Context: an optimization exercise on an open-source flow, tuned for small area. The choices shown serve that exercise and are no tape-out recipe. The RTL was checked by simulation tests, not by an equivalence proof against the original design. No activity file was given, so power comes from the tool's default toggle rates.

## flow/design.v (module list and top-level ports; edited modules follow where they fit)
// module tv80_alu: 239 lines
// module tv80_mcode: 2283 lines
// module tv80_reg: 35 lines
// module tv80_core: 1165 lines
// module tv80n: 140 lines
module tv80n ( 
  m1_n, mreq_n, iorq_n, rd_n, wr_n, rfsh_n, halt_n, busak_n, A, dout, 
  reset_n, clk, wait_n, int_n, nmi_n, busrq_n, di
  );
  // ...
==> flow/flow/run.sh <==
#!/bin/bash
# Standard synthesis, then a deeper ABC re-optimisation of the combinational
# logic (flip-flops kept as they are, several seeds in parallel, the smallest
# netlist kept), then the standard layout with smaller clock and port buffers and CTS
# without dummy loads.
set -euo pipefail
FL=$(cd "$(dirname "$0")" && pwd)
R=orfs/results/$FLOW_PLATFORM/tv80n/base
YOSYS=${YOSYS_EXE:-$FLOW_HOME/../tools/install/yosys/bin/yosys}
LIB=$FLOW_HOME/platforms/sky130hd/lib/sky130_fd_sc_hd__tt_025C_1v80.lib
DEEP_T=${DEEP_T:-900}
bash standard.sh synth > synth_standard.log 2>&1
cp $R/1_2_yosys.v std_netlist.v
for S in 1 2 3 4; do
  sed -e "s|@T@|$DEEP_T|; s|@S@|$S|" $FL/deep.abc > deep_$S.abc
  sed -e "s|@LIB@|$LIB|g" -e "s|@IN@|std_netlist.v|g" -e "s|@OUT@|resynth_$S.v|g" \
      -e "s|@SCRIPT@|$PWD/deep_$S.abc|g" -e "s|@STAT@|resynth_stat_$S.txt|g" $FL/resynth.ys > resynth_$S.ys
  "$YOSYS" -l resynth_$S.log -q resynth_$S.ys > resynth_stdout_$S.log 2>&1 &
done
wait
best=""; bestA=""
for S in 1 2 3 4; do
  a=$(grep -o "Chip area for module '.tv80n': [0-9.]*" resynth_stat_$S.txt | awk '{print $NF}') || continue
  echo "seed $S area $a" >> resynth_choice.log
  if [[ -z "$bestA" ]] || awk "BEGIN{exit !($a < $bestA)}"; then best=$S; bestA=$a; fi
done
echo "chosen seed $best area $bestA" >> resynth_choice.log
cp resynth_$best.v $R/1_2_yosys.v
rm -f $R/1_synth.odb
bash standard.sh "CTS_ARGS=-sink_clustering_enable -repair_clock_nets -dont_use_dummy_load -buf_list {sky130_fd_sc_hd__clkbuf_4 sky130_fd_sc_hd__clkbuf_8}" "BUFFER_PORTS_ARGS=-buffer_cell sky130_fd_sc_hd__buf_1" finish > layout_standard.log 2>&1
==> flow/flow/deep.abc <==
&get -n
&st
&deepsyn -T @T@ -S @S@
&put
dch -f
amap
topo
==> flow/flow/resynth.ys <==
read_liberty -ignore_miss_func @LIB@
read_verilog @IN@
hierarchy -top tv80n
blackbox sky130_fd_sc_hd__*df*
flatten
opt_clean -purge
abc -liberty @LIB@ -dont_use *lpflow* -dont_use *probe* -script @SCRIPT@
opt_clean -purge
hilomap -singleton -hicell sky130_fd_sc_hd__conb_1 HI -locell sky130_fd_sc_hd__conb_1 LO
insbuf -buf sky130_fd_sc_hd__buf_4 A X
splitnets
opt_clean -purge
tee -o @STAT@ stat -liberty @LIB@
write_verilog -noattr -nohex -nodec @OUT@
==> flow/standard.sh <==
#!/bin/bash
# synth_recipe.tcl (not shown) runs the flow's synth.tcl, then flattens the netlist and writes it again
# the make line also repeats each setting of config.mk as NAME=value (left out here)
make -C /OpenROAD-flow-scripts/flow DESIGN_CONFIG=/design/flow/config.mk WORK_HOME=/design/flow/orfs CLKGATE_MAP_FILE= SYNTH_SCRIPT=/design/flow/synth_recipe.tcl "${@:-finish}"
==> flow/config.mk <==
export PLATFORM = sky130hd
export DESIGN_NAME = tv80n
export DESIGN_NICKNAME = tv80n
export VERILOG_FILES = /design/flow/design.v
export SDC_FILE = /design/flow/constraint.sdc
export NUM_CORES = 4
export LEC_CHECK = 0
export CAP_MARGIN = 5
export CORE_MARGIN = 2
export CORE_UTILIZATION = 40
export GPL_TIMING_DRIVEN = 0
export SLEW_MARGIN = 5
==> flow/constraint.sdc <==
create_clock -name core_clock -period 20.0 [get_ports {clk}]
set_input_delay 4.0000 -clock core_clock [delete_from_list [all_inputs] [get_ports {clk}]]
set_output_delay 4.0000 -clock core_clock [all_outputs]
set_load 0.01 [all_outputs]
==> impl_metrics.tcl, run 1 <==
set metrics [dict create \
    final_core_util_pct 44.4 \
    rows 88 \
    grt_pass1_wl_um 193000 \
    placedInstanceArea_um2 24600 \
    seq_share_pct 33.8 \
    hold_end "i_tv80_core.mcycle[0]" \
    final_common_cell "nor2_1" \
    n_all_buffers 84 \
    clockBufferDepth 3 \
    status "complete, no violations" \
    grt_util_met2_pct 62.8 \
    crit_path_start "i_tv80_core.IR[5]" \
    layout_common_cells "665 x nor2_1, 382 x clkinv_1, 222 x nand2_1" \
    cts_hold_buf 0 \
    antenna_found_initial 7 \
    multi_input_cells 2347 \
    fillers 5981 \
    final_max_slew_viol_count 0 \
    ioPinCount 46 \
    wl_per_cell_um 34.0 \
    ys_warn_count 5 \
    viasPerCell 7.23 \
    power_frac_comb_pct 45.3 \
    drc 0 \
    vias 28900 \
    die_x_um 245 \
    cp-start-kind "flip-flop" \
    worst_setup_path_end_kind "flip-flop" \
    fin_area_um2 25500 \
    top_area_cell_class "multi-input gates" \
    cts_setup_buffers 0 \
    cts_resized 0 \
    crit_path_top_delay_cell "nor2_1" \
    dr_wl_met2_um 54700 \
    postRouteWirelength_um 136000 \
    multi_input_area_um2 13000 \
]
==> module tv80_core, before the edit <==
module tv80_core ( 
  m1_n, iorq, no_read, write, rfsh_n, halt_n, busak_n, A, dout, mc, ts, 
  intcycle_n, IntE, stop, 
  reset_n, clk, cen, wait_n, int_n, nmi_n, busrq_n, dinst, di
  );
  parameter Mode = 1;    
  parameter IOWait = 1;  
  parameter Flag_C = 0;
  parameter Flag_N = 1;
  parameter Flag_P = 2;
  parameter Flag_X = 3;
  parameter Flag_H = 4;
  parameter Flag_Y = 5;
  parameter Flag_Z = 6;
  parameter Flag_S = 7;
  input     reset_n;            
  input     clk;                
  input     cen;                
  input     wait_n;             
  input     int_n;              
  input     nmi_n;              
  input     busrq_n;            
  output    m1_n;               
  output    iorq;               
  output    no_read;            
  output    write;              
  output    rfsh_n;             
  output    halt_n;             
  output    busak_n;            
  output [15:0] A; 
  input [7:0]   dinst;  
  input [7:0]   di;     
  output [7:0]  dout;     
  output [6:0]  mc;     
  output [6:0]  ts;     
  output        intcycle_n;     
  output        IntE;           
  output        stop;           
  reg    m1_n;          
  reg    iorq;          
  reg    rfsh_n;                
  reg    halt_n;                
  reg    busak_n;               
  reg [15:0] A; 
  reg [7:0]  dout;        
  reg [6:0]  mc;        
  reg [6:0]  ts;        
  reg   intcycle_n;     
  reg   IntE;           
  reg   stop;           
  parameter     aNone    = 3'b111;
  parameter     aBC      = 3'b000;
  parameter     aDE      = 3'b001;
  parameter     aXY      = 3'b010;
  parameter     aIOA     = 3'b100;
  parameter     aSP      = 3'b101;
  parameter     aZI      = 3'b110;
  reg [7:0]     ACC, F;
  reg [7:0]     Ap, Fp;
  reg [7:0]     I;
  reg [7:0]     R;
  reg [15:0]    SP, PC;
  reg [7:0]     RegDIH;
  reg [7:0]     RegDIL;
  wire [15:0]   RegBusA;
  wire [15:0]   RegBusB;
  wire [15:0]   RegBusC;
  reg [2:0]     RegAddrA_r;
  reg [2:0]     RegAddrA;
  reg [2:0]     RegAddrB_r;
  reg [2:0]     RegAddrB;
  reg [2:0]     RegAddrC;
  reg           RegWEH;
  reg           RegWEL;
  reg           Alternate;
  reg [15:0]    TmpAddr;         
  reg [7:0]     IR;              
  reg [1:0]     ISet;            
  reg [1:0]     DHswap;          
  reg [15:0]    ID16;
  reg [7:0]     Save_Mux;
  reg [6:0]     tstate;
  reg [6:0]     mcycle;
  reg           last_mcycle, last_tstate;
  reg           IntE_FF1;
  reg           IntE_FF2;
  reg           Halt_FF;
  reg           BusReq_s;
  reg           BusAck;
  reg           ClkEn;
  reg           NMI_s;
  reg           INT_s;
  reg [1:0]     IStatus;
  reg [7:0]     DI_Reg;
  reg           T_Res;
  reg [1:0]     XY_State;
  reg [2:0]     Pre_XY_F_M;
  reg           NextIs_XY_Fetch;
  reg           XY_Ind;
  reg           No_BTR;
  reg           BTR_r;
  reg           Auto_Wait;
  reg           Auto_Wait_t1;
  reg           Auto_Wait_t2;
  reg           IncDecZ;
  reg [7:0]     BusB;
  reg [7:0]     BusA;
  wire [7:0]    ALU_Q;
  wire [7:0]    F_Out;
  reg [4:0]     Read_To_Reg_r;
  reg           Arith16_r;
  reg           Z16_r;
  reg [3:0]     ALU_Op_r;
  reg           Save_ALU_r;
  reg           PreserveC_r;
  reg [2:0]     mcycles;
  wire [2:0]    mcycles_d;
  wire [2:0]    tstates;
  reg           IntCycle;
  reg           NMICycle;
  wire          Inc_PC;
  wire          Inc_WZ;
  wire [3:0]    IncDec_16;
  wire [1:0]    Prefix;
  wire          Read_To_Acc;
  wire          Read_To_Reg;
  wire [3:0]     Set_BusB_To;
  wire [3:0]     Set_BusA_To;
  wire [3:0]     ALU_Op;
  wire           Save_ALU;
  wire           PreserveC;
  wire           Arith16;
  wire [2:0]     Set_Addr_To;
  wire           Jump;
  wire           JumpE;
  wire           JumpXY;
  wire           Call;
  wire           RstP;
  wire           LDZ;
  wire           LDW;
  wire           LDSPHL;
  wire           iorq_i;
  wire [2:0]     Special_LD;
  wire           ExchangeDH;
  wire           ExchangeRp;
  wire           ExchangeAF;
  wire           ExchangeRS;
  wire           I_DJNZ;
  wire           I_CPL;
  wire           I_CCF;
  wire           I_SCF;
  wire           I_RETN;
  wire           I_BT;
  wire           I_BC;
  wire           I_BTR;
  wire           I_RLD;
  wire           I_RRD;
  wire           I_INRC;
  wire           SetDI;
  wire           SetEI;
  wire [1:0]     IMode;
  wire           Halt;
  reg [15:0]     PC16;
  reg [15:0]     PC16_B;
  reg [15:0]     SP16, SP16_A, SP16_B;
  reg [15:0]     ID16_B;
  reg            Oldnmi_n;
  tv80_mcode #(Mode, Flag_C, Flag_N, Flag_P, Flag_X, Flag_H, Flag_Y, Flag_Z, Flag_S) i_mcode
    (
     .IR                   (IR),
     .ISet                 (ISet),
     .MCycle               (mcycle),
     .F                    (F),
     .NMICycle             (NMICycle),
     .IntCycle             (IntCycle),
     .MCycles              (mcycles_d),
     .TStates              (tstates),
     .Prefix               (Prefix),
     .Inc_PC               (Inc_PC),
     .Inc_WZ               (Inc_WZ),
     .IncDec_16            (IncDec_16),
     .Read_To_Acc          (Read_To_Acc),
     .Read_To_Reg          (Read_To_Reg),
     .Set_BusB_To          (Set_BusB_To),
     .Set_BusA_To          (Set_BusA_To),
     .ALU_Op               (ALU_Op),
     .Save_ALU             (Save_ALU),
     .PreserveC            (PreserveC),
     .Arith16              (Arith16),
     .Set_Addr_To          (Set_Addr_To),
     .IORQ                 (iorq_i),
     .Jump                 (Jump),
     .JumpE                (JumpE),
     .JumpXY               (JumpXY),
     .Call                 (Call),
     .RstP                 (RstP),
     .LDZ                  (LDZ),
     .LDW                  (LDW),
     .LDSPHL               (LDSPHL),
     .Special_LD           (Special_LD),
     .ExchangeDH           (ExchangeDH),
     .ExchangeRp           (ExchangeRp),
     .ExchangeAF           (ExchangeAF),
     .ExchangeRS           (ExchangeRS),
     .I_DJNZ               (I_DJNZ),
     .I_CPL                (I_CPL),
     .I_CCF                (I_CCF),
     .I_SCF                (I_SCF),
     .I_RETN               (I_RETN),
     .I_BT                 (I_BT),
     .I_BC                 (I_BC),
     .I_BTR                (I_BTR),
     .I_RLD                (I_RLD),
     .I_RRD                (I_RRD),
     .I_INRC               (I_INRC),
     .SetDI                (SetDI),
     .SetEI                (SetEI),
     .IMode                (IMode),
     .Halt                 (Halt),
     .NoRead               (no_read),
     .Write                (write)
     );
  tv80_alu #(Mode, Flag_C, Flag_N, Flag_P, Flag_X, Flag_H, Flag_Y, Flag_Z, Flag_S) i_alu
    (
     .Arith16              (Arith16_r),
     .Z16                  (Z16_r),
     .ALU_Op               (ALU_Op_r),
     .IR                   (IR[5:0]),
     .ISet                 (ISet),
     .BusA                 (BusA),
     .BusB                 (BusB),
     .F_In                 (F),
     .Q                    (ALU_Q),
     .F_Out                (F_Out)
     );
  function [6:0] number_to_bitvec;
    input [2:0] num;
    begin
      case (num)
        1 : number_to_bitvec = 7'b0000001;
        2 : number_to_bitvec = 7'b0000010;
        3 : number_to_bitvec = 7'b0000100;
        4 : number_to_bitvec = 7'b0001000;
        5 : number_to_bitvec = 7'b0010000;
        6 : number_to_bitvec = 7'b0100000;
        7 : number_to_bitvec = 7'b1000000;
        default : number_to_bitvec = 7'b0;
      endcase  
    end
  endfunction  
  always @( mcycle or mcycles or tstate or tstates)
    begin
      case (mcycles)
        1 : last_mcycle = mcycle[0];
        2 : last_mcycle = mcycle[1];
        3 : last_mcycle = mcycle[2];
        4 : last_mcycle = mcycle[3];
        5 : last_mcycle = mcycle[4];
        6 : last_mcycle = mcycle[5];
        7 : last_mcycle = mcycle[6];
        default : last_mcycle = 1'b0;
      endcase  
      case (tstates)
        0 : last_tstate = tstate[0];
        1 : last_tstate = tstate[1];
        2 : last_tstate = tstate[2];
        3 : last_tstate = tstate[3];
        4 : last_tstate = tstate[4];
        5 : last_tstate = tstate[5];
        6 : last_tstate = tstate[6];
        default : last_tstate = 1'b0;
      endcase
    end  
  always @( ALU_Q or BusAck or BusB or DI_Reg
           or ExchangeRp or IR or Save_ALU_r or Set_Addr_To or XY_Ind
           or XY_State or cen or last_tstate or mcycle)
    begin
      ClkEn = cen && ~ BusAck;
      if (last_tstate)
        T_Res = 1'b1;
      else T_Res = 1'b0;
      if (XY_State != 2'b00 && XY_Ind == 1'b0 &&
          ((Set_Addr_To == aXY) ||
           (mcycle[0] && IR == 8'b11001011) ||
           (mcycle[0] && IR == 8'b00110110)))
        NextIs_XY_Fetch = 1'b1;
      else 
        NextIs_XY_Fetch = 1'b0;
      if (ExchangeRp)
        Save_Mux = BusB;
      else if (!Save_ALU_r)
        Save_Mux = DI_Reg;
      else
        Save_Mux = ALU_Q;
    end  
  always @ (posedge clk)
    begin
      if (reset_n == 1'b0 ) 
        begin
          PC <= 0;   
          A <= 0;
          TmpAddr <= 0;
          IR <= 8'b00000000;
          ISet <= 2'b00;
          XY_State <= 2'b00;
          IStatus <= 2'b00;
          mcycles <= 3'b000;
          dout <= 8'b00000000;
          ACC <= 8'hFF;
          F <= 8'hFF;
          Ap <= 8'hFF;
          Fp <= 8'hFF;
          I <= 0;
          R <= 0;
          SP <= 16'hFFFF;
          Alternate <= 1'b0;
          Read_To_Reg_r <= 5'b00000;
          Arith16_r <= 1'b0;
          BTR_r <= 1'b0;
          Z16_r <= 1'b0;
          ALU_Op_r <= 4'b0000;
          Save_ALU_r <= 1'b0;
          PreserveC_r <= 1'b0;
          XY_Ind <= 1'b0;
        end 
      else 
        begin
          if (ClkEn == 1'b1 ) 
            begin
              ALU_Op_r <= 4'b0000;
              Save_ALU_r <= 1'b0;
              Read_To_Reg_r <= 5'b00000;
              mcycles <= mcycles_d;
              if (IMode != 2'b11 ) 
                begin
                  IStatus <= IMode;
                end
              Arith16_r <= Arith16;
              PreserveC_r <= PreserveC;
              if (ISet == 2'b10 && ALU_Op[2] == 1'b0 && ALU_Op[0] == 1'b1 && mcycle[2] ) 
                begin
                  Z16_r <= 1'b1;
                end 
              else 
                begin
                  Z16_r <= 1'b0;
                end
              if (mcycle[0] && (tstate[1] | tstate[2] | tstate[3] )) 
                begin
                  if (tstate[2] && wait_n == 1'b1 ) 
                    begin
                      if (Mode < 2 ) 
                        begin
                          A[7:0] <= R;
                          A[15:8] <= I;
                          R[6:0] <= R[6:0] + 1;
                        end
                      if (Jump == 1'b0 && Call == 1'b0 && NMICycle == 1'b0 && IntCycle == 1'b0 && ~ (Halt_FF == 1'b1 || Halt == 1'b1) ) 
                        begin
                          PC <= PC16;
                        end
                      if (IntCycle == 1'b1 && IStatus == 2'b01 ) 
                        begin
                          IR <= 8'b11111111;
                        end 
                      else if (Halt_FF == 1'b1 || (IntCycle == 1'b1 && IStatus == 2'b10) || NMICycle == 1'b1 ) 
                        begin
                          IR <= 8'b00000000;
                        end 
                      else 
                        begin
                          IR <= dinst;
                        end
                      ISet <= 2'b00;
                      if (Prefix != 2'b00 ) 
                        begin
                          if (Prefix == 2'b11 ) 
                            begin
                              if (IR[5] == 1'b1 ) 
                                begin
                                  XY_State <= 2'b10;
                                end 
                              else 
                                begin
                                  XY_State <= 2'b01;
                                end
                            end 
                          else 
                            begin
                              if (Prefix == 2'b10 ) 
                                begin
                                  XY_State <= 2'b00;
                                  XY_Ind <= 1'b0;
                                end
                              ISet <= Prefix;
                            end
                        end 
                      else 
                        begin
                          XY_State <= 2'b00;
                          XY_Ind <= 1'b0;
                        end
                    end  
                end 
              else 
                begin
                  if (mcycle[5] ) 
                    begin
                      XY_Ind <= 1'b1;
                      if (Prefix == 2'b01 ) 
                        begin
                          ISet <= 2'b01;
                        end
                    end
                  if (T_Res == 1'b1 ) 
                    begin
                      BTR_r <= (I_BT || I_BC || I_BTR) && ~ No_BTR;
                      if (Jump == 1'b1 ) 
                        begin
                          A[15:8] <= DI_Reg;
                          A[7:0] <= TmpAddr[7:0];
                          PC[15:8] <= DI_Reg;
                          PC[7:0] <= TmpAddr[7:0];
                        end 
                      else if (JumpXY == 1'b1 ) 
                        begin
                          A <= RegBusC;
                          PC <= RegBusC;
                        end else if (Call == 1'b1 || RstP == 1'b1 ) 
                          begin
                            A <= TmpAddr;
                            PC <= TmpAddr;
                          end 
                        else if (last_mcycle && NMICycle == 1'b1 ) 
                          begin
                            A <= 16'b0000000001100110;
                            PC <= 16'b0000000001100110;
                          end 
                        else if (mcycle[2] && IntCycle == 1'b1 && IStatus == 2'b10 ) 
                          begin
                            A[15:8] <= I;
                            A[7:0] <= TmpAddr[7:0];
                            PC[15:8] <= I;
                            PC[7:0] <= TmpAddr[7:0];
                          end 
                        else 
                          begin
                            case (Set_Addr_To)
                              aXY :
                                begin
                                  if (XY_State == 2'b00 ) 
                                    begin
                                      A <= RegBusC;
                                    end 
                                  else 
                                    begin
                                      if (NextIs_XY_Fetch == 1'b1 )
                                        begin
                                          A <= PC;
                                        end 
                                      else 
                                        begin
                                          A <= TmpAddr;
                                        end
                                    end  
                                end  
                              aIOA :
                                begin
                                  if (Mode == 3 ) 
                                    begin
                                      A[15:8] <= 8'hFF;
                                    end 
                                  else if (Mode == 2 ) 
                                    begin
                                      A[15:8] <= DI_Reg;
                                    end 
                                  else 
                                    begin
                                      A[15:8] <= ACC;
                                    end
                                  A[7:0] <= DI_Reg;
                                end  
                              aSP :
                                begin
                                  A <= SP;
                                end
                              aBC :
                                begin
                                  if (Mode == 3 && iorq_i == 1'b1 ) 
                                    begin
                                      A[15:8] <= 8'hFF;
                                      A[7:0] <= RegBusC[7:0];
                                    end 
                                  else 
                                    begin
                                      A <= RegBusC;
                                    end
                                end  
                              aDE :
                                begin
                                  A <= RegBusC;
                                end
                              aZI :
                                begin                                  
                                  if (Inc_WZ == 1'b1 ) 
                                    begin
                                      A <= TmpAddr + 1;
                                    end 
                                  else 
                                    begin
                                      A[15:8] <= DI_Reg;
                                      A[7:0] <= TmpAddr[7:0];
                                    end
                                end  
                              default   :
                                begin                                    
                                  A <= PC;
                                end
                            endcase  
                          end  
                      Save_ALU_r <= Save_ALU;
                      ALU_Op_r <= ALU_Op;
                      if (I_CPL == 1'b1 ) 
                        begin
                          ACC <= ~ ACC;
                          F[Flag_Y] <= ~ ACC[5];
                          F[Flag_H] <= 1'b1;
                          F[Flag_X] <= ~ ACC[3];
                          F[Flag_N] <= 1'b1;
                        end
                      if (I_CCF == 1'b1 ) 
                        begin
                          F[Flag_C] <= ~ F[Flag_C];
                          F[Flag_Y] <= ACC[5];
                          F[Flag_H] <= F[Flag_C];
                          F[Flag_X] <= ACC[3];
                          F[Flag_N] <= 1'b0;
                        end
                      if (I_SCF == 1'b1 ) 
                        begin
                          F[Flag_C] <= 1'b1;
                          F[Flag_Y] <= ACC[5];
                          F[Flag_H] <= 1'b0;
                          F[Flag_X] <= ACC[3];
                          F[Flag_N] <= 1'b0;
                        end
                    end  
                  if (tstate[2] && wait_n == 1'b1 ) 
                    begin
                      if (ISet == 2'b01 && mcycle[6] ) 
                        begin
                          IR <= dinst;
                        end
                      if (JumpE == 1'b1 ) 
                        begin
                          PC <= PC16;
                        end 
                      else if (Inc_PC == 1'b1 ) 
                        begin
                          PC <= PC16;
                        end
                      if (BTR_r == 1'b1 ) 
                        begin
                          PC <= PC16;
                        end
                      if (RstP == 1'b1 ) 
                        begin
                          TmpAddr <= { 10'h0, IR[5:3], 3'h0 };
                        end
                    end
                  if (tstate[3] && mcycle[5] ) 
                    begin
                      TmpAddr <= SP16;
                    end
                  if ((tstate[2] && wait_n == 1'b1) || (tstate[4] && mcycle[0]) ) 
                    begin
                      if (IncDec_16[2:0] == 3'b111 ) 
                        begin
                          SP <= SP16;
                        end
                    end
                  if (LDSPHL == 1'b1 ) 
                    begin
                      SP <= RegBusC;
                    end
                  if (ExchangeAF == 1'b1 ) 
                    begin
                      Ap <= ACC;
                      ACC <= Ap;
                      Fp <= F;
                      F <= Fp;
                    end
                  if (ExchangeRS == 1'b1 ) 
                    begin
                      Alternate <= ~ Alternate;
                    end
                end  
              if (tstate[3] ) 
                begin
                  if (LDZ == 1'b1 ) 
                    begin
                      TmpAddr[7:0] <= DI_Reg;
                    end
                  if (LDW == 1'b1 ) 
                    begin
                      TmpAddr[15:8] <= DI_Reg;
                    end
                  if (Special_LD[2] == 1'b1 ) 
                    begin
                      case (Special_LD[1:0])
                        2'b00 :
                          begin
                            ACC <= I;
                            F[Flag_P] <= IntE_FF2;
                          end
                        2'b01 :
                          begin
                            ACC <= R;
                            F[Flag_P] <= IntE_FF2;
                          end
                        2'b10 :
                          I <= ACC;
                        default :
                          R <= ACC;
                      endcase
                    end
                end  
              if ((I_DJNZ == 1'b0 && Save_ALU_r == 1'b1) || ALU_Op_r == 4'b1001 ) 
                begin
                  if (Mode == 3 ) 
                    begin
                      F[6] <= F_Out[6];
                      F[5] <= F_Out[5];
                      F[7] <= F_Out[7];
                      if (PreserveC_r == 1'b0 ) 
                        begin
                          F[4] <= F_Out[4];
                        end
                    end 
                  else 
                    begin
                      F[7:1] <= F_Out[7:1];
                      if (PreserveC_r == 1'b0 ) 
                        begin
                          F[Flag_C] <= F_Out[0];
                        end
                    end
                end  
              if (T_Res == 1'b1 && I_INRC == 1'b1 ) 
                begin
                  F[Flag_H] <= 1'b0;
                  F[Flag_N] <= 1'b0;
                  if (DI_Reg[7:0] == 8'b00000000 ) 
                    begin
                      F[Flag_Z] <= 1'b1;
                    end 
                  else 
                    begin
                      F[Flag_Z] <= 1'b0;
                    end
                  F[Flag_S] <= DI_Reg[7];
                  F[Flag_P] <= ~ (^DI_Reg[7:0]);
                end  
              if (tstate[1] && Auto_Wait_t1 == 1'b0 ) 
                begin
                  dout <= BusB;
                  if (I_RLD == 1'b1 ) 
                    begin
                      dout[3:0] <= BusA[3:0];
                      dout[7:4] <= BusB[3:0];
                    end
                  if (I_RRD == 1'b1 ) 
                    begin
                      dout[3:0] <= BusB[7:4];
                      dout[7:4] <= BusA[3:0];
                    end
                end
              if (T_Res == 1'b1 ) 
                begin
                  Read_To_Reg_r[3:0] <= Set_BusA_To;
                  Read_To_Reg_r[4] <= Read_To_Reg;
                  if (Read_To_Acc == 1'b1 ) 
                    begin
                      Read_To_Reg_r[3:0] <= 4'b0111;
                      Read_To_Reg_r[4] <= 1'b1;
                    end
                end
              if (tstate[1] && I_BT == 1'b1 ) 
                begin
                  F[Flag_X] <= ALU_Q[3];
                  F[Flag_Y] <= ALU_Q[1];
                  F[Flag_H] <= 1'b0;
                  F[Flag_N] <= 1'b0;
                end
              if (I_BC == 1'b1 || I_BT == 1'b1 ) 
                begin
                  F[Flag_P] <= IncDecZ;
                end
              if ((tstate[1] && Save_ALU_r == 1'b0 && Auto_Wait_t1 == 1'b0) ||
                  (Save_ALU_r == 1'b1 && ALU_Op_r != 4'b0111) ) 
                begin
                  case (Read_To_Reg_r)
                    5'b10111 :
                      ACC <= Save_Mux;
                    5'b10110 :
                      dout <= Save_Mux;
                    5'b11000 :
                      SP[7:0] <= Save_Mux;
                    5'b11001 :
                      SP[15:8] <= Save_Mux;
                    5'b11011 :
                      F <= Save_Mux;
                  endcase
                end  
            end  
        end  
    end
  always @ (posedge clk)
    begin
      if (ClkEn == 1'b1 ) 
        begin
          RegAddrA_r <=  { Alternate, Set_BusA_To[2:1] };
          if (XY_Ind == 1'b0 && XY_State != 2'b00 && Set_BusA_To[2:1] == 2'b10 ) 
            begin
              RegAddrA_r <= { XY_State[1],  2'b11 };
            end
          RegAddrB_r <= { Alternate, Set_BusB_To[2:1] };
          if (XY_Ind == 1'b0 && XY_State != 2'b00 && Set_BusB_To[2:1] == 2'b10 ) 
            begin
              RegAddrB_r <= { XY_State[1],  2'b11 };
            end
          RegAddrC <= { Alternate,  Set_Addr_To[1:0] };
          if ((JumpXY == 1'b1 || LDSPHL == 1'b1) ) 
            begin
              RegAddrC <= { Alternate, 2'b10 };
            end
          if (((JumpXY == 1'b1 || LDSPHL == 1'b1) && XY_State != 2'b00) || (mcycle[5]) ) 
            begin
              RegAddrC <= { XY_State[1],  2'b11 };
            end
          if (I_DJNZ == 1'b1 && Save_ALU_r == 1'b1 && Mode < 2 ) 
            begin
              IncDecZ <= F_Out[Flag_Z];
            end
          if ((tstate[2] || (tstate[3] && mcycle[0])) && IncDec_16[2:0] == 3'b100 ) 
            begin
              if (RegBusA == (IncDec_16[3] ? 16'h0001 : 16'hFFFF))
                begin
                  IncDecZ <= 1'b0;
                end 
              else 
                begin
                  IncDecZ <= 1'b1;
                end
            end
        end
    end  
  always @( Alternate or ExchangeDH or IncDec_16
           or RegAddrA_r or RegAddrB_r or XY_State or mcycle or tstate)
    begin
      if ((tstate[2] || (tstate[3] && mcycle[0] && IncDec_16[2] == 1'b1)) && XY_State == 2'b00)
        RegAddrA = { Alternate, IncDec_16[1:0] };
      else if ((tstate[2] || (tstate[3] && mcycle[0] && IncDec_16[2] == 1'b1)) && IncDec_16[1:0] == 2'b10)
        RegAddrA = { XY_State[1], 2'b11 };
      else if (ExchangeDH == 1'b1 && tstate[3])
        RegAddrA = { Alternate, 2'b10 };
      else if (ExchangeDH == 1'b1 && tstate[4])
        RegAddrA = { Alternate, 2'b10 };
      else
        RegAddrA = RegAddrA_r;
      if (ExchangeDH == 1'b1 && tstate[3])
        RegAddrB = { Alternate, 2'b01 };
      else
        RegAddrB = RegAddrB_r;
    end  
  always @( ALU_Op_r or Auto_Wait_t1 or ExchangeDH
           or IncDec_16 or Read_To_Reg_r or Save_ALU_r or mcycle
           or tstate or wait_n)
    begin
      RegWEH = 1'b0;
      RegWEL = 1'b0;
      if ((tstate[1] && Save_ALU_r == 1'b0 && Auto_Wait_t1 == 1'b0) ||
          (Save_ALU_r == 1'b1 && ALU_Op_r != 4'b0111) ) 
        begin
          case (Read_To_Reg_r)
            5'b10000 , 5'b10001 , 5'b10010 , 5'b10011 , 5'b10100 , 5'b10101 :
              begin
                RegWEH = ~ Read_To_Reg_r[0];
                RegWEL = Read_To_Reg_r[0];
              end
          endcase  
        end  
      if (ExchangeDH == 1'b1 && tstate[3] && reset_n == 1'b0)
        begin
          RegWEH = 1'b1;
          RegWEL = 1'b1;
        end
      if (IncDec_16[2] == 1'b1 && ((tstate[2] && wait_n == 1'b1 && mcycle != 3'b001) || (tstate[3] && mcycle[0])) ) 
        begin
          case (IncDec_16[1:0])
            2'b00 , 2'b01 , 2'b10 :
              begin
                RegWEH = 1'b1;
                RegWEL = 1'b1;
              end
          endcase
        end
    end  
  always @(*)
    begin
      RegDIH = Save_Mux;
      RegDIL = Save_Mux;
      if (ExchangeDH == 1'b1 && tstate[3] ) 
        begin
          RegDIH = RegBusB[15:8];
          RegDIL = RegBusB[7:0];
        end
      else if (IncDec_16[2] == 1'b1 && ((tstate[2] && mcycle != 3'b001) || (tstate[3] && mcycle[0])) ) 
        begin
          RegDIH = ID16[15:8];
          RegDIL = ID16[7:0];
        end
    end
  function [2:0] phys_addr;
    input [2:0] a;
    input [1:0] sw;
    begin
      phys_addr = a;
      if (sw[a[2]] && (a[1] ^ a[0]))
        phys_addr[1:0] = ~a[1:0];
    end
  endfunction
  always @ (posedge clk)
    begin
      if (ClkEn == 1'b1 && ExchangeDH == 1'b1 && tstate[3] && reset_n == 1'b1)
        DHswap[Alternate] <= ~DHswap[Alternate];
    end
  wire [2:0] RegAddrA_p = phys_addr(RegAddrA, DHswap);
  wire [2:0] RegAddrB_p = phys_addr(RegAddrB, DHswap);
  wire [2:0] RegAddrC_p = phys_addr(RegAddrC, DHswap);
  tv80_reg i_reg
    (
     .clk                  (clk),
     .CEN                  (ClkEn),
     .WEH                  (RegWEH),
     .WEL                  (RegWEL),
     .AddrA                (RegAddrA_p),
     .AddrB                (RegAddrB_p),
     .AddrC                (RegAddrC_p),
     .DIH                  (RegDIH),
     .DIL                  (RegDIL),
     .DOAH                 (RegBusA[15:8]),
     .DOAL                 (RegBusA[7:0]),
     .DOBH                 (RegBusB[15:8]),
     .DOBL                 (RegBusB[7:0]),
     .DOCH                 (RegBusC[15:8]),
     .DOCL                 (RegBusC[7:0])
     );
  always @ (posedge clk)
    begin
      if (ClkEn == 1'b1 ) 
        begin
          case (Set_BusB_To)
            4'b0111 :
              BusB <= ACC;
            4'b0000 , 4'b0001 , 4'b0010 , 4'b0011 , 4'b0100 , 4'b0101 :
              begin
                if (Set_BusB_To[0] == 1'b1 ) 
                  begin
                    BusB <= RegBusB[7:0];
                  end 
                else 
                  begin
                    BusB <= RegBusB[15:8];
                  end
              end
            4'b0110 :
              BusB <= DI_Reg;
            4'b1000 :
              BusB <= SP[7:0];
            4'b1001 :
              BusB <= SP[15:8];
            4'b1010 :
              BusB <= 8'b00000001;
            4'b1011 :
              BusB <= F;
            4'b1100 :
              BusB <= PC[7:0];
            4'b1101 :
              BusB <= PC[15:8];
            4'b1110 :
              BusB <= 8'b00000000;
            default :
              BusB <= 8'h00;
          endcase
          case (Set_BusA_To)
            4'b0111 :
              BusA <= ACC;
            4'b0000 , 4'b0001 , 4'b0010 , 4'b0011 , 4'b0100 , 4'b0101 :
              begin
                if (Set_BusA_To[0] == 1'b1 )
                  begin
                    BusA <= RegBusA[7:0];
                  end 
                else 
                  begin
                    BusA <= RegBusA[15:8];
                  end
              end
            4'b0110 :
              BusA <= DI_Reg;
            4'b1000 :
              BusA <= SP[7:0];
            4'b1001 :
              BusA <= SP[15:8];
            4'b1010 :
              BusA <= 8'b00000000;
            default :
              BusA <=  8'h00;
          endcase
        end
    end
  always @ (posedge clk)
    begin
      if (reset_n == 1'b0 ) 
        begin
          rfsh_n <= 1'b1;
        end 
      else
        begin
          if (cen == 1'b1 ) 
            begin
              if (mcycle[0] && ((tstate[2]  && wait_n == 1'b1) || tstate[3]) ) 
                begin
                  rfsh_n <= 1'b0;
                end 
              else 
                begin
                  rfsh_n <= 1'b1;
                end
            end
        end
    end
  always @( BusAck or Halt_FF or I_DJNZ or IntCycle
           or IntE_FF1 or di or iorq_i or mcycle or tstate)
    begin
      mc = mcycle;
      ts = tstate;
      DI_Reg = di;
      halt_n = ~ Halt_FF;
      busak_n = ~ BusAck;
      intcycle_n = ~ IntCycle;
      IntE = IntE_FF1;
      iorq = iorq_i;
      stop = I_DJNZ;
    end
  always @ (posedge clk)
    begin : sync_inputs
      if (reset_n == 1'b0 ) 
        begin
          BusReq_s <= 1'b0;
          INT_s <= 1'b0;
          NMI_s <= 1'b0;
          Oldnmi_n <= 1'b0;
        end 
      else
        begin
          if (cen == 1'b1 ) 
            begin
              BusReq_s <= ~ busrq_n;
              INT_s <= ~ int_n;
              if (NMICycle == 1'b1 ) 
                begin
                  NMI_s <= 1'b0;
                end 
              else if (nmi_n == 1'b0 && Oldnmi_n == 1'b1 ) 
                begin
                  NMI_s <= 1'b1;
                end
              Oldnmi_n <= nmi_n;
            end
        end
    end
  always @ (posedge clk)
    begin
      if (reset_n == 1'b0 ) 
        begin
          mcycle <= 7'b0000001;
          tstate <= 7'b0000001;
          Pre_XY_F_M <= 3'b000;
          Halt_FF <= 1'b0;
          BusAck <= 1'b0;
          NMICycle <= 1'b0;
          IntCycle <= 1'b0;
          IntE_FF1 <= 1'b0;
          IntE_FF2 <= 1'b0;
          No_BTR <= 1'b0;
          Auto_Wait_t1 <= 1'b0;
          Auto_Wait_t2 <= 1'b0;
          m1_n <= 1'b1;
        end 
      else
        begin
          if (cen == 1'b1 ) 
            begin
              if (T_Res == 1'b1 ) 
                begin
                  Auto_Wait_t1 <= 1'b0;
                end 
              else 
                begin
                  Auto_Wait_t1 <= Auto_Wait || iorq_i;
                end
              Auto_Wait_t2 <= Auto_Wait_t1;
              No_BTR <= (I_BT && (~ IR[4] || ~ F[Flag_P])) ||
                        (I_BC && (~ IR[4] || F[Flag_Z] || ~ F[Flag_P])) ||
                        (I_BTR && (~ IR[4] || F[Flag_Z]));
              if (tstate[2] ) 
                begin
                  if (SetEI == 1'b1 ) 
                    begin
                      IntE_FF1 <= 1'b1;
                      IntE_FF2 <= 1'b1;
                    end
                  if (I_RETN == 1'b1 ) 
                    begin
                      IntE_FF1 <= IntE_FF2;
                    end
                end
              if (tstate[3] ) 
                begin
                  if (SetDI == 1'b1 ) 
                    begin
                      IntE_FF1 <= 1'b0;
                      IntE_FF2 <= 1'b0;
                    end
                end
              if (IntCycle == 1'b1 || NMICycle == 1'b1 ) 
                begin
                  Halt_FF <= 1'b0;
                end
              if (mcycle[0] && tstate[2] && wait_n == 1'b1 ) 
                begin
                  m1_n <= 1'b1;
                end
              if (BusReq_s == 1'b1 && BusAck == 1'b1 ) 
                begin
                end 
              else 
                begin
                  BusAck <= 1'b0;
                  if (tstate[2] && wait_n == 1'b0 ) 
                    begin
                    end 
                  else if (T_Res == 1'b1 ) 
                    begin
                      if (Halt == 1'b1 ) 
                        begin
                          Halt_FF <= 1'b1;
                        end
                      if (BusReq_s == 1'b1 ) 
                        begin
                          BusAck <= 1'b1;
                        end 
                      else 
                        begin
                          tstate <= 7'b0000010;
                          if (NextIs_XY_Fetch == 1'b1 ) 
                            begin
                              mcycle <= 7'b0100000;
                              Pre_XY_F_M <= mcycle;
                              if (IR == 8'b00110110 && Mode == 0 ) 
                                begin
                                  Pre_XY_F_M <= 3'b010;
                                end
                            end 
                          else if ((mcycle[6]) || (mcycle[5] && Mode == 1 && ISet != 2'b01) ) 
                            begin
                              mcycle <= number_to_bitvec(Pre_XY_F_M + 1);
                            end 
                          else if ((last_mcycle) ||
                                   No_BTR == 1'b1 ||
                                   (mcycle[1] && I_DJNZ == 1'b1 && IncDecZ == 1'b1) ) 
                            begin
                              m1_n <= 1'b0;
                              mcycle <= 7'b0000001;
                              IntCycle <= 1'b0;
                              NMICycle <= 1'b0;
                              if (NMI_s == 1'b1 && Prefix == 2'b00 ) 
                                begin
                                  NMICycle <= 1'b1;
                                  IntE_FF1 <= 1'b0;
                                end 
                              else if ((IntE_FF1 == 1'b1 && INT_s == 1'b1) && Prefix == 2'b00 && SetEI == 1'b0 ) 
                                begin
                                  IntCycle <= 1'b1;
                                  IntE_FF1 <= 1'b0;
                                  IntE_FF2 <= 1'b0;
                                end
                            end 
                          else 
                            begin
                              mcycle <= { mcycle[5:0], mcycle[6] };
                            end
                        end
                    end 
                  else 
                    begin    
                      if ( ~(Auto_Wait == 1'b1 && Auto_Wait_t2 == 1'b0) &&
                           ~(IOWait == 1 && iorq_i == 1'b1 && Auto_Wait_t1 == 1'b0) ) 
                        begin
                          tstate <= { tstate[5:0], tstate[6] };
                        end
                    end
                end
              if (tstate[0]) 
                begin
                  m1_n <= 1'b0;
                end
            end
        end
    end
  always @(*)
    begin
      if (JumpE == 1'b1 ) 
        begin
          PC16_B = { {8{DI_Reg[7]}}, DI_Reg };
        end 
      else if (BTR_r == 1'b1 ) 
        begin
          PC16_B = -2;
        end
      else
        begin
          PC16_B = 1;
        end
      if (tstate[3] && mcycle[5])
        begin
          SP16_A = RegBusC;
          SP16_B = { {8{DI_Reg[7]}}, DI_Reg };
        end
      else
        begin
          SP16_A = (IncDec_16[1:0] == 2'b11) ? SP : RegBusA;
          if (IncDec_16[3] == 1'b1)
            SP16_B = -1;
          else
            SP16_B = 1;
        end
      PC16 = PC + PC16_B;
      SP16 = SP16_A + SP16_B;
      ID16 = SP16;
    end  
  always @( IntCycle or NMICycle or mcycle)
    begin
      Auto_Wait = 1'b0;
      if (IntCycle == 1'b1 || NMICycle == 1'b1 ) 
        begin
          if (mcycle[0] ) 
            begin
              Auto_Wait = 1'b1;
            end
        end
    end  
endmodule  
==> run 2, diff against run 1 <==
--- a/flow/design.v
+++ b/flow/design.v
@@ -2635,3 +2635,2 @@
   reg [1:0]     ISet;            
-  reg [1:0]     DHswap;          
   reg [15:0]    ID16;
@@ -3324,3 +3323,3 @@
       else if (ExchangeDH == 1'b1 && tstate[4])
-        RegAddrA = { Alternate, 2'b10 };
+        RegAddrA = { Alternate, 2'b01 };
       else
@@ -3349,3 +3348,3 @@
         end  
-      if (ExchangeDH == 1'b1 && tstate[3] && reset_n == 1'b0)
+      if (ExchangeDH == 1'b1 && (tstate[3] || tstate[4]) ) 
         begin
@@ -3374,2 +3373,7 @@
         end
+      else if (ExchangeDH == 1'b1 && tstate[4] ) 
+        begin
+          RegDIH = BusA;
+          RegDIL = BusB;
+        end
       else if (IncDec_16[2] == 1'b1 && ((tstate[2] && mcycle != 3'b001) || (tstate[3] && mcycle[0])) ) 
@@ -3380,19 +3384,2 @@
     end
-  function [2:0] phys_addr;
-    input [2:0] a;
-    input [1:0] sw;
-    begin
-      phys_addr = a;
-      if (sw[a[2]] && (a[1] ^ a[0]))
-        phys_addr[1:0] = ~a[1:0];
-    end
-  endfunction
-  always @ (posedge clk)
-    begin
-      if (ClkEn == 1'b1 && ExchangeDH == 1'b1 && tstate[3] && reset_n == 1'b1)
-        DHswap[Alternate] <= ~DHswap[Alternate];
-    end
-  wire [2:0] RegAddrA_p = phys_addr(RegAddrA, DHswap);
-  wire [2:0] RegAddrB_p = phys_addr(RegAddrB, DHswap);
-  wire [2:0] RegAddrC_p = phys_addr(RegAddrC, DHswap);
   tv80_reg i_reg
@@ -3403,5 +3390,5 @@
      .WEL                  (RegWEL),
-     .AddrA                (RegAddrA_p),
-     .AddrB                (RegAddrB_p),
-     .AddrC                (RegAddrC_p),
+     .AddrA                (RegAddrA),
+     .AddrB                (RegAddrB),
+     .AddrC                (RegAddrC),
      .DIH                  (RegDIH),
@@ -3452,2 +3439,4 @@
           endcase
+          if (ExchangeDH == 1'b1 && tstate[3])
+            BusB <= RegBusA[7:0];
           case (Set_BusA_To)
@@ -3477,2 +3466,4 @@
           endcase
+          if (ExchangeDH == 1'b1 && tstate[3])
+            BusA <= RegBusA[15:8];
         end
--- a/flow/flow/run.sh
+++ b/flow/flow/run.sh
@@ -10,3 +10,3 @@
 LIB=$FLOW_HOME/platforms/sky130hd/lib/sky130_fd_sc_hd__tt_025C_1v80.lib
-DEEP_T=${DEEP_T:-900}
+DEEP_T=${DEEP_T:-1200}
 bash standard.sh synth > synth_standard.log 2>&1
==> run 2 against run 1 <==
Net effect: critical endpoint unchanged; the layout now fails its checks (capacitance limit, slew limit); combinational power increased by 110%; first-iteration DRC count increased by 5.4%; global-route usage increased by 2.4 points; utilization increased by 0.31 points; largest cell class unchanged; setup slack improved by 230 ps.
==> impl_metrics.tcl, run 2 <==
set metrics [dict create \
    hold_end "i_tv80_core.A[9]" \
    vias 30100 \
    critPathRequiredTime_ps 10500 \
    hold_class "flip-flop to flip-flop" \
    cp-start-kind "flip-flop" \
    ir_drop_v 0.0000865 \
    syn_avg_cell_area_um2 7.46 \
    drive_gt1_share_pct 4.02 \
    cap_viol_max_count 4 \
    place_congestion 1.08 \
    grt_pass1_vias 27500 \
    clk_pin_slew_ps 70 \
    drc 0 \
    whs_ps 447 \
    synth_cells 3149 \
    crit_type "flip-flop to flip-flop" \
    synth_area_um2 23500 \
    cts_resized 0 \
    cts_setup_buffers 0 \
    ys_warn_count 5 \
    core-area_um2 57900 \
    finalSetupViolCount 0 \
    status "failed layout checks" \
    grtUsageTotal_pct 46.6 \
    postRouteWirelength_um 145000 \
    relSlewSlack_pct -5.46 \
    cp.arrival_ps 7960 \
    die_y_um 246 \
    min_path_cells 2 \
    finalSetupTns_ps 0 \
    final_core_util_pct 44.7 \
    crit_fanout 14 \
    dpl.hpwl_um 109000 \
    skew_ps 102 \
    final_max_slew_viol_count 7 \
    synth_nets 3163 \
    p_leak_nw 8.03 \
    tightest_slew_ps 1570 \
    ioPinCount 46 \
    layout_common_cells "594 x nor2_1, 390 x clkinv_1, 228 x o22ai_1, 228 x o21ai_0, 228 x nand2_1" \
    wl_per_cell_um 35.9 \
    antenna_found_initial 8 \
    violations "capacitance limit, slew limit" \
    numCtsBuffers 66 \
    cp_num_buf_inv 3 \
    cpLargestDelayFamily "simple AND/OR/NAND/NOR gates" \
    reg2regPathDepth 13 \
    clkLatencyLatePin_ps 690 \
    power_density_nw_per_um2 170 \
    regToRegStartpoint "i_tv80_core.IR[4]" \
    syn_to_final_growth_pct 10.3 \
    final_nets 3298 \
    dieArea_um2 60600 \
    crit_chain "clkinv_1 -> nor2_1 -> clkinv_1 -> nor2_1 -> clkinv_1 -> nor2_1 -> a31oi_1 -> nand2_1 -> or4_1 -> o221ai_1 -> nor3_1 -> nor2_1 -> o22a_1" \
    grt_pass1_wl_um 203000 \
    dr.pass1.iters 7 \
    start_util_pct 40.5 \
    cts_hold_buf 0 \
    fin_cells 4053 \
    cpMostUsedCell "nor2_1" \
    io_buffer_count 45 \
    dr.first_iter.drc_count 5609 \
    grt_overflow 0 \
    postRouteAntennaNets 0 \
    worst_setup_path_end_kind "flip-flop" \
    largestRegisters "i_tv80_core.i_reg.RegsH (64), i_tv80_core.i_reg.RegsL (64)" \
    crit_path_top_delay_cell "nor2_1" \
    dp_cells 3976 \
    holdCritStartpoint "i_tv80_core.I[1]" \
    r2r_end "iorq_n" \
    fillers 6054 \
    final_common_cell "nor2_1" \
    rows 88 \
    finalHoldViolCount 0 \
    viasPerCell 7.41 \
    clockBufferDepth 3 \
    cts_htree_levels 3 \
    die_x_um 246 \
    rsz0062_at_grt "no" \
    grt_max_degree 46 \
    rrSetupSlack_ps 2550 \
    slowest_delay_ps 1350 \
    cts_tree "done" \
    clock_sinks 351 \
    root_buffer "clkbuf_8" \
]
## run 2: cell count changes in the layout (fill, tap and decap cells not counted), moves of 10 or more
cell	change
nor3_1	+16
a31oi_1	+27
o221ai_1	-10
a32oi_1	+10
a221o_1	-15
o221a_1	+14
or3_1	+41
nor2b_1	-10
nor2_1	-71
o22a_1	+12
o22ai_1	+39
a221oi_1	-30
## run 2: where the power goes
| group | total [mW] | internal [mW] | switching [mW] |
|---|---|---|---|
| registers | 1.12 | 0.888 | 0.231 |
| logic | 2.68 | 0.644 | 2.03 |
| clock network | 0.601 | 0.292 | 0.310 |
## run 2: worst max-delay path by stage
stage / start / to / slack, ps / cells past startpoint
finish: i_tv80_core.IR[4] / iorq_n / 2550 / 13
global route: i_tv80_core.IR[4] / iorq_n / 2620 / 13
CTS: i_tv80_core.IR[4] / iorq_n / 3150 / 13
detailed placement: i_tv80_core.IR[4] / iorq_n / 3160 / 13
global placement: reset_n / rd_n / -950 / 6
floorplan: reset_n / rd_n / 4530 / 5
## run 2: worst min-delay path, cell delays in order (launching register included)
cell and delay (ps):
dfxtp_1 330, a32oi_1 60, o221ai_1 60
## run 2: cell type report
| type | count | area, µm² | share of cell area [%] |
|---|---|---|---|
| clock inverters | 4 | 15.0 | 0.0580 |
| multi-input cells | 2385 | 13400 | 51.6 |
| flip-flops and latches | 351 | 8570 | 33.1 |
| diodes | 6 | 15.0 | 0.0580 |
| clock buffers | 66 | 908 | 3.51 |
| plain buffers | 24 | 180 | 0.696 |
| inverters | 388 | 1460 | 5.64 |
| well taps | 765 | 957 | 3.70 |
| repair buffers | 64 | 420 | 1.62 |
## run 2: per-layer routing
metal / global-route usage, % / part of all wire [%] / vias up / wire length, µm
met2: 65.3 / 39 / 2809 / 57400
met1: 60.3 / 38 / 14200 / 54700
met4: 28.6 / 7.7 / 4 / 11200
met5: 0 / 0.016 / - / 23
li1: - / - / 12300 / -
met3: 17.5 / 15 / 654 / 22200
## run 2: per-stage QoR
step / setup slack, ps / area (µm²) / power [mW]
detailed placement: 3160 / 24900 / 3.57
global route: 2620 / 25900 / 4.46
floorplan: 4530 / 23500 / 2.39
CTS: 3150 / 25800 / 4.16
finish: 2550 / 25900 / 4.40
global placement: -954 / 24600 / 3.53
==> run 3, diff against run 2 <==
--- a/flow/flow/run.sh
+++ b/flow/flow/run.sh
@@ -10,3 +10,3 @@
 LIB=$FLOW_HOME/platforms/sky130hd/lib/sky130_fd_sc_hd__tt_025C_1v80.lib
-DEEP_T=${DEEP_T:-1200}
+DEEP_T=${DEEP_T:-600}
 bash standard.sh synth > synth_standard.log 2>&1
--- a/flow/config.mk
+++ b/flow/config.mk
@@ -7,3 +7,3 @@
 export LEC_CHECK = 0
-export CAP_MARGIN = 5
+export CAP_MARGIN = 20
 export CORE_MARGIN = 2
@@ -11,2 +11,2 @@
 export GPL_TIMING_DRIVEN = 0
-export SLEW_MARGIN = 5
+export SLEW_MARGIN = 20
==> run 3 against run 2 <==
Net effect: the run now finishes clean; largest power group unchanged; global-route usage down 1.7 points; total power up 2.4%; synthesized cell count up 2.8%; die area up 0.69%.
==> impl_metrics.tcl, run 3 <==
set metrics [dict create \
    grt_pass1_wl_um 197000 \
    tightest_slew_ps 1340 \
    viasPerCell 7.13 \
    final_max_slew_viol_count 0 \
    synth_nets 3251 \
    rsz0062_at_grt "no" \
    pwr-share-seq_pct 24.6 \
    io_buffer_count 45 \
    cp.arrival_ps 8280 \
    cts_resized 0 \
    clkLatencyLatePin_ps 710 \
    swShare_pct 57.8 \
    rows 89 \
    crit_type "flip-flop to flip-flop" \
    postRouteAntennaNets 0 \
    die_x_um 247 \
    cp-start-kind "flip-flop" \
    antenna_found_initial 10 \
    cts_htree_levels 3 \
    die_y_um 247 \
    place_congestion 1.11 \
    power_density_nw_per_um2 173 \
    clockBufferDepth 3 \
    vias 29500 \
    pre_cts_slack_ps 2860 \
    cts_tree "done" \
    clk_pin_slew_ps 50 \
    hold_class "flip-flop to flip-flop" \
    p_leak_nw 8.31 \
    critPathRequiredTime_ps 10510 \
    worst_setup_path_end_kind "flip-flop" \
    placedInstanceArea_um2 25000 \
    synth_cells 3237 \
    power_frac_comb_pct 62.0 \
    final_core_util_pct 44.3 \
    p_sw_mw 2.60 \
    dieArea_um2 61100 \
    dr.pass1.iters 9 \
    ys_warn_count 5 \
    wl_per_cell_um 33.7 \
    fin_area_um2 26000 \
    p_int_mw 1.90 \
    relSlewSlack_pct 10.6 \
    start_util_pct 40.3 \
    drc 0 \
    final_common_cell "nor2_1" \
    largestRegisters "i_tv80_core.i_reg.RegsH (64), i_tv80_core.i_reg.RegsL (64)" \
    core-area_um2 58700 \
    numCtsBuffers 67 \
    syn_avg_cell_area_um2 7.30 \
    dpl.hpwl_um 106000 \
    fin_ws_ps 2220 \
    clockPowerShare_pct 13.3 \
    finalSetupTns_ps 0 \
    ioPinCount 46 \
    root_buffer "clkbuf_8" \
    finalSetupViolCount 0 \
    layout_common_cells "665 x nor2_1, 429 x clkinv_1, 256 x nand2_1" \
    cts_setup_buffers 0 \
    synth_area_um2 23600 \
    fillers 6145 \
    cts_hold_buf 0 \
    crit_fanout 16 \
    drive_gt1_share_pct 4.04 \
    finalHoldViolCount 0 \
    status "complete, no violations" \
    grt_overflow 0 \
    grt_max_degree 62 \
    dr.first_iter.drc_count 5308 \
    final_nets 3380 \
    cap_viol_max_count 0 \
    clock_sinks 351 \
    ir_drop_v 0.000121 \
    grtUsageTotal_pct 44.9 \
    grt_pass1_vias 26700 \
    skew_ps 112 \
    syn_to_final_growth_pct 9.90 \
    postRouteWirelength_um 139000 \
]
[run 3: critical path: stages (launching register included)]
cell      delay [ps]
dfxtp_1         1170
clkinv_1        1060
nor2_1           980
clkinv_1         760
nor2_2           860
clkinv_1         690
o211ai_1         410
clkinv_1         230
nor3_1           200
o21ai_0          120
a31oi_1          290
o41ai_1          180
nor3_1           370
nor2_1           100
o22a_1           180
[run 3: worst paths after layout]
kind / startpoint / to / slack [ps] / cells past startpoint
worst max-delay path: i_tv80_core.IR[4] / iorq_n / 2220 / 14
worst min-delay path: i_tv80_core.Auto_Wait_t1 / i_tv80_core.Auto_Wait_t2 / 450 / 2
worst max register to register: i_tv80_core.IR[4] / iorq_n / 2220 / 14
worst min register to register: i_tv80_core.Auto_Wait_t1 / i_tv80_core.Auto_Wait_t2 / 450 / 2
[run 3: power by group through the flow]
stage               sequential [mW]  clock, mW  combinational (mW)
finish                         1.11      0.601                2.79
global route                   1.11      0.630                2.88
CTS                            1.09      0.599                2.61
detailed placement             1.11    0.00161                2.60
global placement               1.12    0.00161                2.60
floorplan                      1.00    0.00161                1.55
[run 3: through the flow]
step / std cells / hold WS (ps) / power, mW
after floorplan: 3237 / 409 / 2.56
after global placement: 4055 / 430 / 3.72
after detailed placement: 4066 / 434 / 3.71
after CTS: 4136 / 443 / 4.30
after global routing: 4141 / 475 / 4.61
final: 4142 / 445 / 4.50
[run 3: routing by layer]
metal | global-route usage [%] | up-vias | part of all wire [%]
met5 | 0 | - | 0.029
met4 | 31.6 | 6 | 8.5
met3 | 14.2 | 665 | 14
met2 | 63.8 | 2607 | 41
met1 | 57.4 | 13800 | 37
li1 | - | 12500 | -
[run 3: area by class of cell]
cell class,count,area [µm²],share of cell area (%)
multi-input combinational,2434,13400,51.6
sequential,351,8570,33.0
inverter,427,1610,6.19
tap,773,967,3.72
clock buffer,67,922,3.55
timing repair buffer,57,297,1.14
buffer,24,180,0.693
clock inverter,4,15.0,0.0578
antenna,5,12.5,0.0482
